Background: an optimization exercise with open tools, aiming at small area. Do not read the settings as production practice. In this exercise RTL edits were held to simulation tests only and were not proved equivalent to the original. The flow treats the clock pin as an ideal source, which a real chip does not have. Power and IR drop assume default switching activity.

== job 6134 ==
==> module motor_ctrl, before the edit <==
module motor_ctrl
  (output logic        pwm,
   output logic        dir,
   output logic [31:0] pulse_width,
   output logic [31:0] rot_cnt,
   input  logic [31:0] target_rot_v,
   input  logic [31:0] p_gain,
   input  logic        sa,
   input  logic        sb,
   input  logic        clk,
   input  logic        rstn);
   logic        sa_q0, sb_q0, sa_q1, sb_q1;
   logic        en, dn, up;
   logic [31:0] cnt_r, cnt_sum;
   logic [16:0] cnt_c;
   logic [15:0] hi_c, hi_pm;
   always_comb begin
      en = sa_q1 ^ sb_q1 ^ sa_q0 ^ sb_q0;
      dn = en & (sa_q1 ^ sb_q0);
      up = en & ~(sa_q1 ^ sb_q0);
      cnt_c[0] = up;
      for (int i = 0; i < 16; i++)
        cnt_c[i+1] = (cnt_r[i] & dn) | (cnt_r[i] & cnt_c[i]) | (dn & cnt_c[i]);
      cnt_sum[15:0] = cnt_r[15:0] ^ {16{dn}} ^ cnt_c[15:0];
      hi_c[0] = ~dn;
      for (int i = 0; i < 15; i++)
        hi_c[i+1] = (cnt_r[16+i] & dn) | (cnt_r[16+i] & hi_c[i]) | (dn & hi_c[i]);
      hi_pm = cnt_r[31:16] ^ {16{dn}} ^ hi_c;
      cnt_sum[31:16] = (cnt_c[16] ^ dn) ? hi_pm : cnt_r[31:16];
   end
   logic [9:0] ph;      
   logic       samp;    
   logic [5:0] pc;      
   always_comb samp = &ph[9:5] & ph[3];       
   logic [10:0] d_r, p_r;
   logic        d_sg, d_hi, p_sg, bw;
   logic        dwin, d_bit;
   always_comb begin
      dwin  = ~|ph[9:4] & (ph[3:0] <= 4'd10);    
      d_bit = d_r[0] ^ p_r[0] ^ bw;
   end
   logic       t_i, d_i, dm_i, u_i, e_i;
   logic       c1, b2, tnz, pend;
   logic [4:0] ti, pi;
   logic       ewin, cwin, ld;
   always_comb begin
      ewin = ~|ph[9:6] & ~(ph[5] & ph[4]);    
      cwin = ~|ph[9:6] & (ph[5] ^ ph[4]);     
      ld   = pend & (ph == 10'd49);
      ti   = ph[4:0] | {5{ph[5]}};
      pi   = {~ph[4], ph[3:0]};
      t_i  = target_rot_v[ti];
      d_i  = (ph[5:0] <= 6'd10) ? d_bit : (ph[5] ? d_hi : d_sg);
      dm_i = (ph[5:0] <  6'd8)  ? 1'b0 :
             (ph[5:0] <= 6'd18) ? d_r[3] :
             (ph[5:0] <= 6'd39) ? d_sg : d_hi;
      u_i  = t_i ^ d_i ^ c1;
      e_i  = u_i ^ dm_i ^ b2;
   end
   logic [31:0] pw_r;
   logic [15:0] lo;
   logic        sh_top, sh_off;
   logic [14:0] a_lo;
   logic [15:0] a_hi;
   logic        e_r, e_d, c_r, k_r;
   logic [15:0] la, lb, ls;
   logic [16:0] lc;
   logic [16:0] ha, hb, hs, hc;
   always_comb begin
      ha = {a_hi[15], a_hi};
      hb = {17{e_d}} & {p_gain[31], p_gain[31:16]};
      hc[0] = k_r;
      for (int i = 0; i < 16; i++) hc[i+1] = (ha[i] & hb[i]) | (ha[i] & hc[i]) | (hb[i] & hc[i]);
      hs = ha ^ hb ^ hc;
      la = {hs[0], a_lo};
      lb = {16{e_r}} & p_gain[15:0];
      lc[0] = c_r;
      for (int i = 0; i < 16; i++) lc[i+1] = (la[i] & lb[i]) | (la[i] & lc[i]) | (lb[i] & lc[i]);
      ls = la ^ lb ^ lc[15:0];
      sh_top = ~|ph[9:6] & (ph[5] ? lo[0] : hs[16]);
      sh_off = ~|ph[9:6] & ph[5] & (|ph[4:0]);   
   end
   always_ff @(posedge clk) begin
      lo   <= {ls[0], lo[15:1]};
      a_lo <= ls[15:1];
      k_r  <= lc[16] & ~sh_off;
      a_hi <= {sh_top, hs[15:1]};
      e_r  <= e_i & ewin;
      e_d  <= e_r & ~sh_off;
      c_r  <= pw_r[pi] & cwin;
      c1  <= ~samp & ((t_i & d_i) | (t_i & c1) | (d_i & c1));
      b2  <= ~samp & ((~u_i & dm_i) | (~u_i & b2) | (dm_i & b2));
      tnz <= ~samp & (tnz | t_i);
      d_r <= samp ? cnt_r[10:0] : {dwin ? d_bit : d_r[0], d_r[10:1]};
      bw  <= ~samp & ((~d_r[0] & p_r[0]) | (~d_r[0] & bw) | (p_r[0] & bw));
      if (samp) begin
         d_hi <= ~p_sg & cnt_r[31] & ~cnt_r[30];
         d_sg <= p_sg & ~cnt_r[31] & cnt_r[30];
      end else if (ph[3:0] == 4'd10 && ~|ph[9:4]) begin
         d_sg <= d_bit;
         d_hi <= d_hi | (~d_sg & d_bit);
      end
      if (!rstn) begin
         sa_q0 <= 0; sb_q0 <= 0; sa_q1 <= 0; sb_q1 <= 0;
         cnt_r <= 0;
         ph    <= 0;
         pc    <= 0;
         p_sg  <= 0;
         p_r   <= 0;
         pend  <= 0;
         pw_r  <= 0;
      end else begin
         sa_q0 <= sa; sb_q0 <= sb; sa_q1 <= sa_q0; sb_q1 <= sb_q0;
         cnt_r <= cnt_sum;
         ph    <= samp ? 10'd0 : ph + 10'd1;
         pc    <= (pc[5] & pc[3]) ? 6'd0 : pc + 6'd1;
         pend  <= pend | samp;
         if (samp) p_sg <= cnt_r[31];
         p_r   <= {(dwin & pend) ? d_r[0] : p_r[0], p_r[10:1]};
         if (ld) pw_r <= tnz ? {lo, a_hi} : 32'd0;
      end
   end
   always_comb begin
      rot_cnt     = cnt_r;
      pulse_width = pw_r;
      dir         = pw_r[31];
      pwm         = {26'd0, pc} < (pw_r ^ {32{pw_r[31]}});
   end
endmodule
export LEC_CHECK = 0
export CAP_MARGIN = 20
export CORE_MARGIN = 2
export CORE_UTILIZATION = 70
export PLACE_DENSITY = 0.8
export SLEW_MARGIN = 20
create_clock -name core_clock -period 10.0 [get_ports {clk}]
standard.sh (not shown) runs the stock make flow with config.mk's settings and CLKGATE_MAP_FILE= SYNTH_SCRIPT=/design/flow/synth_recipe.tcl, a recipe that flattens the netlist after the stock synthesis.
==> flow/flow/run.sh <==
#!/bin/bash
# The standard layout, with: the standard synthesis's combinational logic
# re-mapped for area (registers and adders untouched), single-strength port
# buffers, and a clock tree of clkbuf_4 without dummy loads (a buffer close to
# the slew limit is upsized after CTS). Each tool's output goes to its own log
# here and under orfs/logs.
set -euo pipefail
W=$PWD
RES=$W/orfs/results/$FLOW_PLATFORM/motor_ctrl/base
LIB=$FLOW_HOME/platforms/sky130hd/lib/sky130_fd_sc_hd__tt_025C_1v80.lib
export BUFFER_PORTS_ARGS="-buffer_cell sky130_fd_sc_hd__buf_1"
export CTS_ARGS="-sink_clustering_enable -repair_clock_nets -dont_use_dummy_load -buf_list {sky130_fd_sc_hd__clkbuf_4}"
export POST_CTS_TCL=$W/flow/post_cts.tcl
export CLK_UPSIZE_SLEW=0.110

bash standard.sh synth > standard_synth.log 2>&1
cp $RES/1_2_yosys.v $W/standard_synth_netlist.v
REMAP_LIB=$LIB REMAP_IN=$W/standard_synth_netlist.v REMAP_OUT=$W/remapped.v REMAP_TOP=$FLOW_TOP \
  REMAP_SCRIPT=$W/flow/abc_area.script \
  DONT_USE_CELLS="sky130_fd_sc_hd__probe_p_8 sky130_fd_sc_hd__probec_p_8 sky130_fd_sc_hd__lpflow_bleeder_1 sky130_fd_sc_hd__lpflow_clkbufkapwr_1 sky130_fd_sc_hd__lpflow_clkbufkapwr_16 sky130_fd_sc_hd__lpflow_clkbufkapwr_2 sky130_fd_sc_hd__lpflow_clkbufkapwr_4 sky130_fd_sc_hd__lpflow_clkbufkapwr_8 sky130_fd_sc_hd__lpflow_clkinvkapwr_1 sky130_fd_sc_hd__lpflow_clkinvkapwr_16 sky130_fd_sc_hd__lpflow_clkinvkapwr_2 sky130_fd_sc_hd__lpflow_clkinvkapwr_4 sky130_fd_sc_hd__lpflow_clkinvkapwr_8 sky130_fd_sc_hd__lpflow_decapkapwr_12 sky130_fd_sc_hd__lpflow_decapkapwr_3 sky130_fd_sc_hd__lpflow_decapkapwr_4 sky130_fd_sc_hd__lpflow_decapkapwr_6 sky130_fd_sc_hd__lpflow_decapkapwr_8 sky130_fd_sc_hd__lpflow_inputiso0n_1 sky130_fd_sc_hd__lpflow_inputiso0p_1 sky130_fd_sc_hd__lpflow_inputiso1n_1 sky130_fd_sc_hd__lpflow_inputiso1p_1 sky130_fd_sc_hd__lpflow_inputisolatch_1 sky130_fd_sc_hd__lpflow_isobufsrc_1 sky130_fd_sc_hd__lpflow_isobufsrc_16 sky130_fd_sc_hd__lpflow_isobufsrc_2 sky130_fd_sc_hd__lpflow_isobufsrc_4 sky130_fd_sc_hd__lpflow_isobufsrc_8 sky130_fd_sc_hd__lpflow_isobufsrckapwr_16 sky130_fd_sc_hd__lpflow_lsbuf_lh_hl_isowell_tap_1 sky130_fd_sc_hd__lpflow_lsbuf_lh_hl_isowell_tap_2 sky130_fd_sc_hd__lpflow_lsbuf_lh_hl_isowell_tap_4 sky130_fd_sc_hd__lpflow_lsbuf_lh_isowell_4 sky130_fd_sc_hd__lpflow_lsbuf_lh_isowell_tap_1 sky130_fd_sc_hd__lpflow_lsbuf_lh_isowell_tap_2 sky130_fd_sc_hd__lpflow_lsbuf_lh_isowell_tap_4 " \
  $FLOW_HOME/../tools/install/yosys/bin/yosys -c $W/flow/remap.tcl > remap.log 2>&1
cp $W/remapped.v $RES/1_2_yosys.v
rm -f $RES/1_synth.odb $RES/1_synth.sdc
bash standard.sh > standard.log 2>&1
Other scripts of this flow, unchanged in this note and not shown: flow/flow/abc_area.script, flow/flow/post_cts.tcl, flow/flow/remap.tcl
Here is what was changed in the inputs of job 5848 compared with job 6134.
==> flow/design.v <==
module motor_ctrl
  (output logic        pwm,
   output logic        dir,
   output logic [31:0] pulse_width,
   output logic [31:0] rot_cnt,
   input  logic [31:0] target_rot_v,
   input  logic [31:0] p_gain,
   input  logic        sa,
   input  logic        sb,
   input  logic        clk,
   input  logic        rstn);
   logic        sa_q0, sb_q0, sa_q1, sb_q1;
   logic        en, dn, up;
   logic [31:0] cnt_r, cnt_sum;
   logic [16:0] cnt_c;
   logic [15:0] hi_c, hi_pm;
   always_comb begin
      en = sa_q1 ^ sb_q1 ^ sa_q0 ^ sb_q0;
      dn = en & (sa_q1 ^ sb_q0);
      up = en & ~(sa_q1 ^ sb_q0);
      cnt_c[0] = up;
      for (int i = 0; i < 16; i++)
        cnt_c[i+1] = (cnt_r[i] & dn) | (cnt_r[i] & cnt_c[i]) | (dn & cnt_c[i]);
      cnt_sum[15:0] = cnt_r[15:0] ^ {16{dn}} ^ cnt_c[15:0];
      hi_c[0] = ~dn;
      for (int i = 0; i < 15; i++)
        hi_c[i+1] = (cnt_r[16+i] & dn) | (cnt_r[16+i] & hi_c[i]) | (dn & hi_c[i]);
      hi_pm = cnt_r[31:16] ^ {16{dn}} ^ hi_c;
      cnt_sum[31:16] = (cnt_c[16] ^ dn) ? hi_pm : cnt_r[31:16];
   end
   logic [9:0] ph;      
   logic       samp;    
   logic [5:0] pc;      
   always_comb samp = &ph[9:5] & ph[3];       
   logic [10:0] d_r, p_r;
   logic        d_sg, d_hi, p_sg, bw;
   logic        dwin, dfree, d_bit;
   always_comb begin
      dwin  = ~|ph[9:4] & (ph[3:0] <= 4'd10);    
      dfree = ~(~|ph[9:5] & (ph[4:0] <= 5'd18));  
      d_bit = d_r[0] ^ p_r[0] ^ bw;
   end
   logic       t_i, d_i, dm_i, u_i, e_i;
   logic       c1, b2, tnz, pend;
   logic [4:0] ti, pi;
   logic       ewin, cwin, ld;
   always_comb begin
      ewin = ~|ph[9:6] & ~(ph[5] & ph[4]);    
      cwin = ~|ph[9:6] & (ph[5] ^ ph[4]);     
      ld   = pend & (ph == 10'd49);
      ti   = ph[4:0] | {5{ph[5]}};
      pi   = {~ph[4], ph[3:0]};
      t_i  = target_rot_v[ti];
      d_i  = (ph[5:0] <= 6'd10) ? d_bit : (ph[5] ? d_hi : d_sg);
      dm_i = (ph[5:0] <  6'd8)  ? 1'b0 :
             (ph[5:0] <= 6'd18) ? d_r[3] :
             (ph[5:0] <= 6'd39) ? d_sg : d_hi;
      u_i  = t_i ^ d_i ^ c1;
      e_i  = u_i ^ dm_i ^ b2;
   end
   logic [31:0] pw_r;
   logic [4:0]  lo;
   logic        sh_top, sh_off;
   logic [14:0] a_lo;
   logic [15:0] a_hi;
   logic        e_r, e_d, c_r, k_r;
   logic [15:0] la, lb, ls;
   logic [16:0] lc;
   logic [16:0] ha, hb, hs, hc;
   always_comb begin
      ha = {a_hi[15], a_hi};
      hb = {17{e_d}} & {p_gain[31], p_gain[31:16]};
      hc[0] = k_r;
      for (int i = 0; i < 16; i++) hc[i+1] = (ha[i] & hb[i]) | (ha[i] & hc[i]) | (hb[i] & hc[i]);
      hs = ha ^ hb ^ hc;
      la = {hs[0], a_lo};
      lb = {16{e_r}} & p_gain[15:0];
      lc[0] = c_r;
      for (int i = 0; i < 16; i++) lc[i+1] = (la[i] & lb[i]) | (la[i] & lc[i]) | (lb[i] & lc[i]);
      ls = la ^ lb ^ lc[15:0];
      sh_top = ~|ph[9:6] & (ph[5] ? d_r[0] : hs[16]);
      sh_off = ~|ph[9:6] & ph[5] & (|ph[4:0]);   
   end
   always_ff @(posedge clk) begin
      lo   <= {ls[0], lo[4:1]};
      a_lo <= ls[15:1];
      k_r  <= lc[16] & ~sh_off;
      a_hi <= {sh_top, hs[15:1]};
      e_r  <= e_i & ewin;
      e_d  <= e_r & ~sh_off;
      c_r  <= pw_r[pi] & cwin;
      c1  <= ~samp & ((t_i & d_i) | (t_i & c1) | (d_i & c1));
      b2  <= ~samp & ((~u_i & dm_i) | (~u_i & b2) | (dm_i & b2));
      tnz <= ~samp & (tnz | t_i);
      d_r <= samp ? cnt_r[10:0] : {dwin ? d_bit : (dfree ? lo[0] : d_r[0]), d_r[10:1]};
      bw  <= ~samp & ((~d_r[0] & p_r[0]) | (~d_r[0] & bw) | (p_r[0] & bw));
      if (samp) begin
         d_hi <= ~p_sg & cnt_r[31] & ~cnt_r[30];
         d_sg <= p_sg & ~cnt_r[31] & cnt_r[30];
      end else if (ph[3:0] == 4'd10 && ~|ph[9:4]) begin
         d_sg <= d_bit;
         d_hi <= d_hi | (~d_sg & d_bit);
      end
      if (!rstn) begin
         sa_q0 <= 0; sb_q0 <= 0; sa_q1 <= 0; sb_q1 <= 0;
         cnt_r <= 0;
         ph    <= 0;
         pc    <= 0;
         p_sg  <= 0;
         p_r   <= 0;
         pend  <= 0;
         pw_r  <= 0;
      end else begin
         sa_q0 <= sa; sb_q0 <= sb; sa_q1 <= sa_q0; sb_q1 <= sb_q0;
         cnt_r <= cnt_sum;
         ph    <= samp ? 10'd0 : ph + 10'd1;
         pc    <= (pc[5] & pc[3]) ? 6'd0 : pc + 6'd1;
         pend  <= pend | samp;
         if (samp) p_sg <= cnt_r[31];
         p_r   <= {(dwin & pend) ? d_r[0] : p_r[0], p_r[10:1]};
         if (ld) pw_r <= tnz ? {lo, d_r, a_hi} : 32'd0;
      end
   end
   always_comb begin
      rot_cnt     = cnt_r;
      pulse_width = pw_r;
      dir         = pw_r[31];
      pwm         = {26'd0, pc} < (pw_r ^ {32{pw_r[31]}});
   end
endmodule
==> run summary <==
- The core of job 5848 is less densely filled than that of job 6134.
- Post-layout minimum cycle time for job 5848 is higher than for job 6134.
- Looking only at sum of internal, switching and leakage power, and setting everything else aside, the lower value of job 6134 and job 5848 goes to job 5848.
- Compared job 5848 vs job 6134, and clock group share of total power is down in job 5848.
- Taking job 6134 as the reference, in job 5848 mean number of vias per cell moved down, wire length per cell was more or less identical, transition at the pin with the smallest max-transition slack rose 140 ps, final hold slack shows an increase of 41 ps.
- Job 5848 ended up with a lower count of non-CTS buffers in the layout than job 6134 did.
- Job 6134 → job 5848: synthesized cell count went down 1.9%; area growth from synthesis to layout went down 0.32 points; biggest cell delay along the critical path held.

## afterwards: timing with drivers on the ports
The results above use ideal ports. As a check the final layouts listed here were re-extracted and re-timed, cells and wires unchanged. Step 1, drivers: a clkbuf_16 drives clk and a buf_2 each remaining input, both assumed. Step 2 moves the port delays by t, midway between the first and last clock arrival at a register: inputs arrive t later, outputs are due t later. That takes back most of the time a late clock gives input paths. Three values: no drivers, after step 1, after step 2; two values: the first two.
run	t, ns	setup WS [ns]	worst setup path at the end	clock arrival spread, ns	slew at the worst register clock pin (ns)
job 6134	0.476	1.703 / 1.717 / 1.241	input to register	0.037 / 0.037	0.11 / 0.11
job 5848	0.447	1.689 / 1.703 / 1.256	input to register	0.031 / 0.031	0.10 / 0.10
After both steps every run listed still meets setup and hold. For job 6134, which loses most, drivers alone change the setup slack by +0.014 ns; drivers and shift together by -0.462 ns.
